From an optimization exercise on the open Yosys and OpenROAD flow, aimed at small area; shortcuts taken in it are not production practice. Only simulation tests tie the RTL to the original design; equivalence was not proved.

===== design/flow/config.mk =====
export PLATFORM = sky130hd
export DESIGN_NAME = processor_v3
export DESIGN_NICKNAME = processor_v3
export VERILOG_FILES = /design/flow/design.v
export SDC_FILE = /design/flow/constraint.sdc
export NUM_CORES = 8
export LEC_CHECK = 0
export CAP_MARGIN = 30
export CORE_MARGIN = 2
export CORE_UTILIZATION = 40
export SLEW_MARGIN = 35

===== design/flow/design.v =====
`timescale 1ns / 1ps
module proc_pc(
    input clk,
    input nrst,
    input [31:0] new_pc,
    input pc_src,            
    output [31:0] pc
    );
    reg [31:0] r_pc;
    assign pc = r_pc;
    always@(posedge clk  ) begin
        if (nrst == 1) begin
            if (pc_src == 1) begin  
                r_pc <= new_pc;
            end
            else begin
                r_pc <= r_pc + 3'b100;
            end
        end
        else begin
            r_pc <= 0;
        end
    end
endmodule
`timescale 1ns / 1ps
module proc_rf(
    input clk,
    input nrst,
    input reg_write,
    input [4:0] rs1,
    input [4:0] rs2,
    input [4:0] rd,
    input [63:0] wdata,
    output [63:0] rdata1,
    output [63:0] rdata2
    );
    integer regs_i;
    reg [63:0] reg_arr [31:0];
    assign rdata1 = reg_arr[rs1];
    assign rdata2 = reg_arr[rs2];
    always@(posedge clk) begin
        if (nrst == 1) begin
            if (reg_write == 1 && rd != 0) begin
                reg_arr[rd] <= wdata;
            end
        end
        else begin
            for (regs_i = 0; regs_i < 32; regs_i = regs_i + 1) begin
                reg_arr[regs_i] <= 0;
            end
        end
    end
endmodule
`timescale 1ns / 1ps
module processor_v3
    #(  parameter DATA_DEP = 512,  
        parameter PROG_ADDR_WID = 30,    
        parameter DATA_ADDR_WID = 29
    ) 
    (
        input clk,
        input nrst,
        input [31:0] inst,
        input [63:0] rdata,
        output [31:0] pc,
        output [31:0] addr,
        output wr_en,
        output [63:0] wdata,
        output [7:0] wmask,
        output [63:0] ALUop1,
        output [63:0] ALUop2,
        output [63:0] ALUres,
        output [63:0] RFwrdata,
        output RFwren
    );
    reg RFi_wren;
    reg [4:0] RFi_rs1;
    reg [4:0] RFi_rs2;
    reg [4:0] RFi_rd;
    reg [63:0] RFi_wrdata;
    reg [63:0] wb_data;          
    wire [63:0] RFo_rs1data;
    wire [63:0] RFo_rs2data;
    reg [31:0] PCi_newpc;
    reg PCi_pcsrc;
    reg [31:0] mem_addr;
    reg mem_wren;
    reg [63:0] mem_wrdata;
    reg [7:0] mem_wrmask;
    reg [31:0] ID_inst;
    reg [63:0] ALU_op1;
    reg [63:0] ALU_op2;
    reg [63:0] ALU_res;
    reg [2:0] ALU_mode;
    reg IDf_RF_wren;             
    reg ALUf_RF_wren;
    reg MEMf_RF_wren;
    reg [4:0] IDf_RF_rd;         
    reg [4:0] ALUf_RF_rd;
    reg [4:0] MEMf_RF_rd;
    reg [7:0] IDf_RF_wrmask;     
    reg [7:0] ALUf_RF_wrmask;
    reg IDf_RF_u;                
    reg ALUf_RF_u;
    reg [63:0] IDf_mem_wrdata;   
    reg IDf_mem_wren;            
    reg [7:0] IDf_mem_wrmask;    
    reg IDf_RF_data_sel;         
    reg ALUf_RF_data_sel;       
    reg [31:0] IFf_pc;           
    assign addr = mem_addr;
    assign wr_en = mem_wren;
    assign wdata = mem_wrdata;
    assign wmask = mem_wrmask;
    assign ALUop1 = ALU_op1;
    assign ALUop2 = ALU_op2;
    assign ALUres = ALU_res;
    assign RFwrdata = RFi_wrdata;
    assign RFwren = RFi_wren;
    proc_rf RF(
        .clk(clk),
        .nrst(nrst),
        .reg_write(RFi_wren),
        .rs1(RFi_rs1),
        .rs2(RFi_rs2),
        .rd(RFi_rd),
        .wdata(RFi_wrdata),
        .rdata1(RFo_rs1data),
        .rdata2(RFo_rs2data)
    );
    proc_pc PC(
        .clk(clk),
        .nrst(nrst),
        .new_pc(PCi_newpc),
        .pc_src(PCi_pcsrc),
        .pc(pc)
    );
    always@(posedge clk) begin
        if (nrst == 1) begin
            if (ALUf_RF_data_sel) begin
                if (ALUf_RF_wrmask[7])
                    wb_data[63:56] = ALU_res[63:56];
                else
                    wb_data[63:56] = 0;
                if (ALUf_RF_wrmask[6])
                    wb_data[55:48] = ALU_res[55:48];
                else
                    wb_data[55:48] = 0;
                if (ALUf_RF_wrmask[5])
                    wb_data[47:40] = ALU_res[47:40];
                else
                    wb_data[47:40] = 0;
                if (ALUf_RF_wrmask[4])
                    wb_data[39:32] = ALU_res[39:32];
                else
                    wb_data[39:32] = 0;
                if (ALUf_RF_wrmask[3])
                    wb_data[31:24] = ALU_res[31:24];
                else
                    wb_data[31:24] = 0;
                if (ALUf_RF_wrmask[2])
                    wb_data[23:16] = ALU_res[23:16];
                else
                    wb_data[23:16] = 0;
                if (ALUf_RF_wrmask[1])
                    wb_data[15:8]  = ALU_res[15:8];
                else
                    wb_data[15:8] = 0;
                if (ALUf_RF_wrmask[0])
                    wb_data[7:0]   = ALU_res[7:0];
                else
                    wb_data[7:0] = 0;
            end
            else begin
                if (ALUf_RF_wrmask[7])
                    wb_data[63:56] = rdata[63:56];
                else
                    wb_data[63:56] = 0;
                if (ALUf_RF_wrmask[6])
                    wb_data[55:48] = rdata[55:48];
                else
                    wb_data[55:48] = 0;
                if (ALUf_RF_wrmask[5])
                    wb_data[47:40] = rdata[47:40];
                else
                    wb_data[47:40] = 0;
                if (ALUf_RF_wrmask[4])
                    wb_data[39:32] = rdata[39:32];
                else
                    wb_data[39:32] = 0;
                if (ALUf_RF_wrmask[3])
                    wb_data[31:24] = rdata[31:24];
                else
                    wb_data[31:24] = 0;
                if (ALUf_RF_wrmask[2])
                    wb_data[23:16] = rdata[23:16];
                else
                    wb_data[23:16] = 0;
                if (ALUf_RF_wrmask[1])
                    wb_data[15:8]  = rdata[15:8];
                else
                    wb_data[15:8] = 0;
                if (ALUf_RF_wrmask[0])
                    wb_data[7:0]   = rdata[7:0];
                else
                    wb_data[7:0] = 0;
            end
            if (!ALUf_RF_u) begin    
                if (ALUf_RF_wrmask == 8'h0F)
                    wb_data[63:32] = { 32{wb_data[31]} };
                else if (ALUf_RF_wrmask == 8'h03)
                    wb_data[63:16] = { 48{wb_data[15]} };
            end
            RFi_wrdata <= wb_data;
            RFi_wren <= ALUf_RF_wren;
            RFi_rd <= ALUf_RF_rd;
            if (ALU_mode == 0) begin  
                ALU_res = ALU_op1 + ALU_op2;
            end
            else if (ALU_mode == 1) begin  
                ALU_res = ALU_op1 - ALU_op2;
            end
            else if (ALU_mode == 2) begin  
                ALU_res = ALU_op1 & ALU_op2;
            end
            else if (ALU_mode == 3) begin  
                ALU_res = ALU_op1 | ALU_op2;
            end
            else if (ALU_mode == 4) begin  
                ALU_res = ALU_op1 ^ ALU_op2;
            end
            else if (ALU_mode == 5) begin  
                ALU_res = $signed(ALU_op1) < $signed(ALU_op2);
            end
            mem_addr = { ALU_res[31:3], 3'd0 };
            mem_wrdata = IDf_mem_wrdata;
            mem_wren = IDf_mem_wren;
            mem_wrmask = IDf_mem_wrmask;
            ALUf_RF_wren = IDf_RF_wren;
            ALUf_RF_data_sel = IDf_RF_data_sel;
            ALUf_RF_rd = IDf_RF_rd;
            ALUf_RF_wrmask = IDf_RF_wrmask;
            ALUf_RF_u = IDf_RF_u;
            if (ID_inst[6:0] == 7'b0000011) begin  
                ALU_op1 = RFo_rs1data;  
                ALU_op2 = { {52{ID_inst[31]}},ID_inst[31:20] };  
                ALU_mode = 0;  
                IDf_RF_wren = 1;  
                IDf_RF_data_sel = 0;  
                IDf_RF_rd = ID_inst[11:7];  
                IDf_mem_wren = 0;  
                IDf_mem_wrmask = 0;  
                PCi_pcsrc <= 0;  
                if (ID_inst[14:12] == 3'b011) begin  
                    IDf_RF_wrmask = 8'hFF;  
                    IDf_RF_u = 1;  
                end
                else if (ID_inst[14:12] == 3'b010) begin  
                    IDf_RF_wrmask = 8'h0F;  
                    IDf_RF_u = 0;  
                end
                else if (ID_inst[14:12] == 3'b110) begin  
                    IDf_RF_wrmask = 8'h0F;  
                    IDf_RF_u = 1;  
                end
                else if (ID_inst[14:12] == 3'b001) begin  
                    IDf_RF_wrmask = 8'h03;  
                    IDf_RF_u = 0;  
                end
                else if (ID_inst[14:12] == 3'b101) begin  
                    IDf_RF_wrmask = 8'h03;  
                    IDf_RF_u = 1;  
                end
            end
            else if (ID_inst[6:0] == 7'b0100011) begin  
                ALU_op1 = RFo_rs1data;  
                ALU_op2 = { {52{ID_inst[31]}}, {ID_inst[31:25],ID_inst[11:7]} };  
                IDf_mem_wrdata = RFo_rs2data;  
                ALU_mode = 0;  
                IDf_RF_wren = 0;  
                IDf_mem_wren = 1;  
                PCi_pcsrc <= 0;  
                if (ID_inst[14:12] == 3'b011) begin  
                    IDf_mem_wrmask = 8'hFF;  
                end
                else if (ID_inst[14:12] == 3'b010) begin  
                    IDf_mem_wrmask = 8'h0F;
                end
                else if (ID_inst[14:12] == 3'b001) begin  
                    IDf_mem_wrmask = 8'h03;
                end
            end
            else if (ID_inst[6:0] == 7'b0110011) begin  
                ALU_op1 = RFo_rs1data;
                ALU_op2 = RFo_rs2data;
                IDf_RF_wren = 1;  
                IDf_RF_data_sel = 1;  
                IDf_RF_rd = ID_inst[11:7];  
                IDf_RF_wrmask = 8'hFF;  
                IDf_RF_u = 1;  
                IDf_mem_wren = 0;  
                PCi_pcsrc <= 0;  
                if (ID_inst[14:12] == 3'b000 && ID_inst[31:25] == 7'b0) begin  
                    ALU_mode = 0;
                end
                else if (ID_inst[14:12] == 3'b000 && ID_inst[31:25] == 7'b0100000) begin  
                    ALU_mode = 1;
                end
                else if (ID_inst[14:12] == 3'b111) begin  
                    ALU_mode = 2;
                end
                else if (ID_inst[14:12] == 3'b110) begin  
                    ALU_mode = 3;
                end
                else if (ID_inst[14:12] == 3'b100) begin  
                    ALU_mode = 4;
                end
                else if (ID_inst[14:12] == 3'b010) begin  
                    ALU_mode = 5;
                end
            end
            else if (ID_inst[6:0] == 7'b0010011) begin  
                ALU_op1 = RFo_rs1data;
                ALU_op2 = { {52{ID_inst[31]}}, ID_inst[31:20]};
                ALU_mode = 0;
                IDf_RF_wren = 1;  
                IDf_RF_data_sel = 1;  
                IDf_RF_rd = ID_inst[11:7];  
                IDf_RF_wrmask = 8'hFF;  
                IDf_RF_u = 1;  
                IDf_mem_wren = 0;  
                PCi_pcsrc <= 0;  
            end
            else if (ID_inst[6:0] == 7'b1100011) begin  
                ALU_op1 = RFo_rs1data;
                ALU_op2 = RFo_rs2data;
                IDf_RF_wren = 0;  
                IDf_mem_wren = 0;  
                if ((ID_inst[14:12] == 3'b000 && RFo_rs1data == RFo_rs2data) 
                        || (ID_inst[14:12] == 3'b001 && RFo_rs1data != RFo_rs2data)) begin  
                    PCi_newpc <= IFf_pc + ({ {52{ID_inst[31]}}, ID_inst[31], ID_inst[7], ID_inst[30:25], ID_inst[11:8] } << 1);
                    PCi_pcsrc <= 1;
                end
            end
            else if (ID_inst[6:0] == 7'b1101111) begin  
                ALU_op1 = IFf_pc;
                ALU_op2 = 4;
                IDf_RF_wren = 1;  
                IDf_RF_data_sel = 1;  
                IDf_RF_rd = ID_inst[11:7];  
                IDf_RF_wrmask = 8'hFF;  
                IDf_RF_u = 1;  
                IDf_mem_wren = 0;  
                ALU_mode = 0;  
                PCi_newpc <= IFf_pc + { {13{ID_inst[31]}}, ID_inst[31], ID_inst[19:12], ID_inst[20], ID_inst[30:21], 1'b0 };
                PCi_pcsrc <= 1;
            end
            else if (ID_inst[6:0] == 7'b1100111) begin  
                ALU_op1 = IFf_pc;
                ALU_op2 = 4;
                IDf_RF_wren = 1;  
                IDf_RF_data_sel = 1;  
                IDf_RF_rd = ID_inst[11:7];  
                IDf_RF_wrmask = 8'hFF;  
                IDf_RF_u = 1;  
                IDf_mem_wren = 0;  
                ALU_mode = 0;  
                PCi_newpc <= RFo_rs1data + { {52{ID_inst[31]}},ID_inst[31:20] };
                PCi_pcsrc <= 1;
            end
            ID_inst = inst;
            IFf_pc = pc;
            RFi_rs1 <= ID_inst[19:15];  
            RFi_rs2 <= ID_inst[24:20];  
        end
        else begin
            RFi_wren <= 0;
            RFi_rs1 <= 0;
            RFi_rs2 <= 0;
            RFi_rd <= 0;
            RFi_wrdata <= 0;
            wb_data = 0;
            PCi_newpc <= 0;
            PCi_pcsrc <= 0;
            mem_addr = 0;
            mem_wren = 0;
            mem_wrdata = 0;
            mem_wrmask = 0;
            ID_inst = 0;
            ALU_op1 = 0;
            ALU_op2 = 0;
            ALU_res = 0;
            ALU_mode = 0;
            IDf_RF_wren = 0;
            ALUf_RF_wren = 0;
            MEMf_RF_wren = 0;
            IDf_RF_rd = 0;           
            ALUf_RF_rd = 0;
            MEMf_RF_rd = 0;
            IDf_RF_wrmask = 0;       
            ALUf_RF_wrmask = 0;
            IDf_RF_u = 0;            
            ALUf_RF_u = 0;
            IDf_mem_wrdata = 0;      
            IDf_mem_wren = 0;        
            IDf_mem_wrmask = 0;      
            IDf_RF_data_sel = 0;     
            ALUf_RF_data_sel = 0;
            IFf_pc = 0;              
        end
    end
endmodule

===== design/flow/constraint.sdc =====
create_clock -name core_clock -period 8.5 [get_ports {clk}]
set_input_delay 1.7000 -clock core_clock [delete_from_list [all_inputs] [get_ports {clk}]]
set_output_delay 1.7000 -clock core_clock [all_outputs]
set_load 0.01 [all_outputs]

===== design/flow/run.sh =====
#!/bin/bash
# synth_recipe.tcl (not shown) runs the flow's synth.tcl, then flattens the netlist and writes it again
# the make line also repeats each setting of config.mk as NAME=value (left out here)
make -C /OpenROAD-flow-scripts/flow DESIGN_CONFIG=/design/flow/config.mk WORK_HOME=/design/flow/orfs CLKGATE_MAP_FILE= SYNTH_SCRIPT=/design/flow/synth_recipe.tcl finish

==> out/results.ini <==
[run_status]
status=complete, no violations

[synth]
synth.cell_area_sq_um=137500
async_reset_ff_share_pct=0
yosys.cell_types.count=87
synth_largest_area_cell=dfxtp_1
synth_most_common_cell=nand2_1
yosys.area.top_type_share_pct=37.86
synth_top_cells_by_area=dfxtp_1, mux4_2, nand2_1, a21oi_1, clkbuf_1
ys.flop_type=dfxtp_1
synth_enable_flop_cells=0
synthCells=15930
postSynthAreaPerCell_sq_um=8.629
yosys_warnings=3
synth-seq-area-share_pct=37.86
yosys-top-cells-count=nand2_1, dfxtp_1, a21oi_1
ys_ff_latch=2600

[drt]
drt-vias-per-instance=6.531
initialDrtViolationCount=21450
top_layer_used=met5
antenna_left=0
drt_pre_antenna_iters=10
met1_length_mm=246.0
routedWlPerCell_um=34.54
drc=0
vias=133800
wl_met3_mm=106.6
wl_mm=707.5
met2_length_mm=287.4

[sta]
tns_ps=0
hold_viol=0
finalClockSkew_ps=55.49
fin_crit_sh_pct=83.02
rsz0062_at_grt=false
whs_ps=431.6
timing.slew.headroom_pct=25.06
max_freq_mhz=141.7
fin_crit_ps=7057
setup-violations-final=0
slew_violations=0
worst_pin_slew_ps=1124

[worst_setup_path]
reg2reg_from=ID_inst[16]
worstPathRequired_ps=9260
crit_path_start_kind=flop
end_kind=flop
crit_start=ID_inst[16]
reg2reg_depth=17
worstSetupPathType=flop to flop
r2r-end=PCi_newpc[1]
worst-r2r-setup-slack_ps=1440
path_max_fanout=57
crit_end=PCi_newpc[1]
arrival_ps=7810

[floorplan]
num_rows=215
start_util_pct=40.14
io_pins=492
core_sq_um=342400
die-area_sq_um=348400
die_w_um=590.2
die_h_um=590.2

[hold_path]
hp-start=IDf_RF_u
hp-class=flop to flop

[place]
io_buffers=488
globalplace.congestion=1.014
dpl.hpwl_mm=443.0
dp.cells=19890

[final_layout]
final_nets=16000
syn_to_final_growth_pct=13.89
finalNonFillerCells=20490
post-route-util_pct=45.72
drive_gt1_share_pct=13.87

[power]
leakagePower_nw=51.57
fin_total_pwr_mw=27.69
vdd_drop_max_uv=140.1
power.density_nw_per_um2=176.8

[clock_network]
cts_resized=0
clk_pin_slew_worst_paths_ps=60
htreeDepth=5
cts_hold_buf=0
cts_root_buffer=clkbuf_16
cts_tree=built
clk_path_buf_depth=4
clock-sinks=2600
worstSkewPairLatency_ps=920
post-cts-setup-buffers=0
numCtsBuffers=293

[grt]
grt.total_usage_pct=39.18
grt_max_degree=207
grt_pass1_wl_mm=972.7
antenna_found_initial=59
overflow=0
grt_pass1_vias=121700

[job]
max_cap_viol_count=0

[layer usage]
metal / track usage, % / up-vias
li1: - / 55230
met5: 0.3147 / -
met4: 31.18 / 48
met3: 14.06 / 2940
met1: 47.85 / 64660
met2: 55.65 / 10920
[metrics by stage]
| stage | area (sq um) | setup slack [ps] |
|---|---|---|
| after detailed placement | 146800 | 1748 |
| after global routing | 156400 | 1449 |
| after global placement | 146200 | 1167 |
| final | 156600 | 1443 |
| after CTS | 156100 | 1755 |
| after floorplan | 137500 | 3378 |
[worst min path at each step]
stage,end,slack (ps),depth (start not counted)
finish,ALUf_RF_u,430,2
global placement,ALUf_RF_u,420,2
floorplan,ALUf_RF_u,400,2
CTS,ALUf_RF_u,440,2
global route,RFi_wren,460,1
detailed placement,RFi_rd[1],420,1
[final cells by class]
class,instances,area [sq um]
Timing Repair Buffer,897,8940
Fill cell,32790,185900
Inverter,234,910.9
Sequential cell,2600,52120
Antenna cell,75,187.7
Clock buffer,406,8408
Multi-Input combinational cell,11610,79330
Tap cell,4557,5702
Clock inverter,111,962.2
[power by group]
group          switching [mW]  internal, mW  total (mW)
clock                    5.66          7.30        13.0
sequential              0.120          12.2        12.3
combinational            1.66         0.732        2.39
total                    7.44          20.2        27.7
[state kept, by name (all words and copies together), names as in the netlist, 3 cells and up]
register / cells
IDf_mem_wrdata: 64
PC.r_pc: 32
ALU_op2: 64
ALU_res: 35
IDf_RF_wrmask: 3
mem_addr: 29
ALUf_RF_rd: 5
ALUf_RF_wrmask: 3
RFi_rd: 5
mem_wrmask: 3
IDf_mem_wrmask: 3
mem_wrdata: 64
PCi_newpc: 32
RF.reg_arr: 2048
IDf_RF_rd: 5
RFi_wrdata: 64
ALU_mode: 3
ID_inst: 32
IFf_pc: 32
ALU_op1: 64
[placed cells by master, fill, tap and decap left out, drive strengths merged, types with 37 or more instances in the layout]
| cell | count |
|---|---|
| o21ai | 314 |
| ha | 267 |
| o211ai | 66 |
| xnor2 | 119 |
| nor2 | 570 |
| a21o | 72 |
| a221oi | 58 |
| a31oi | 52 |
| mux2 | 65 |
| a211oi | 102 |
| o22ai | 74 |
| nor2b | 39 |
| clkinv | 72 |
| mux2i | 355 |
| nand2 | 4643 |
| xor2 | 74 |
| mux4 | 1030 |
| dfxtp | 2600 |
| a21oi | 2507 |
| nand2b | 37 |
| buf | 410 |
| and3 | 53 |
| clkdlybuf4s50 | 487 |
| o21bai | 54 |
| nor3 | 89 |
| o221ai | 56 |
| nand3 | 105 |
| inv | 251 |
| diode | 75 |
| and2 | 235 |
| clkbuf | 406 |
| a22oi | 76 |
[cell families (layout without fill, tap and decap cells)]
| family | after synthesis | in the layout | share of synthesized area [%] |
|---|---|---|---|
| mux | 1450 | 1450 | 19.99 |
| compound gates | 3776 | 3776 | 15.86 |
| other cells | 1 | 78 | 0.002728 |
| simple gates | 5912 | 5912 | 17.29 |
| flops | 2600 | 2600 | 37.86 |
| xor+xnor | 193 | 193 | 1.230 |
| buf+inv | 1727 | 1648 | 5.259 |
| fa+ha+maj | 272 | 272 | 2.503 |
[worst max-delay path: stages (launching register included)]
cell	delay [ps]
dfxtp_4	890
buf_12	370
buf_4	660
mux4_2	590
mux2i_1	150
o22ai_1	120
nor2_1	500
xor2_1	690
nand4_1	540
nor4_1	420
nand4_1	350
nor4_2	280
buf_4	210
xnor2_1	100
o41ai_4	290
buf_12	320
mux2i_1	230
nor2_1	50

## afterwards: timing with drivers on the ports
No port has a modelled driver above. Below, the same layout with a new extraction and two added sets of constraints.
Step 1 sets driving cells, clkbuf_16 on the clock port and buf_2 on the other inputs (assumed; they add their load-dependent delay and slew).
Step 2 adds t to the input delays and takes it off the output delays; t is the mean of the earliest and latest rising clock arrival at the registers after step 1. Input paths then give back, and output paths get back, about the clock's delay inside the block.
a / b / c = ideal ports / drivers / drivers and shift; a / b = the first two.
t (ns): 1.011
slack for setup (ns): 1.443 / 1.443 / 1.443
latest minus earliest clock arrival (ns): 0.064 / 0.064
cell pins on the clock port's net: 1
After both steps this run still meets setup and hold. For this run, drivers alone change the setup slack by 0.000 ns; drivers and shift together by 0.000 ns.
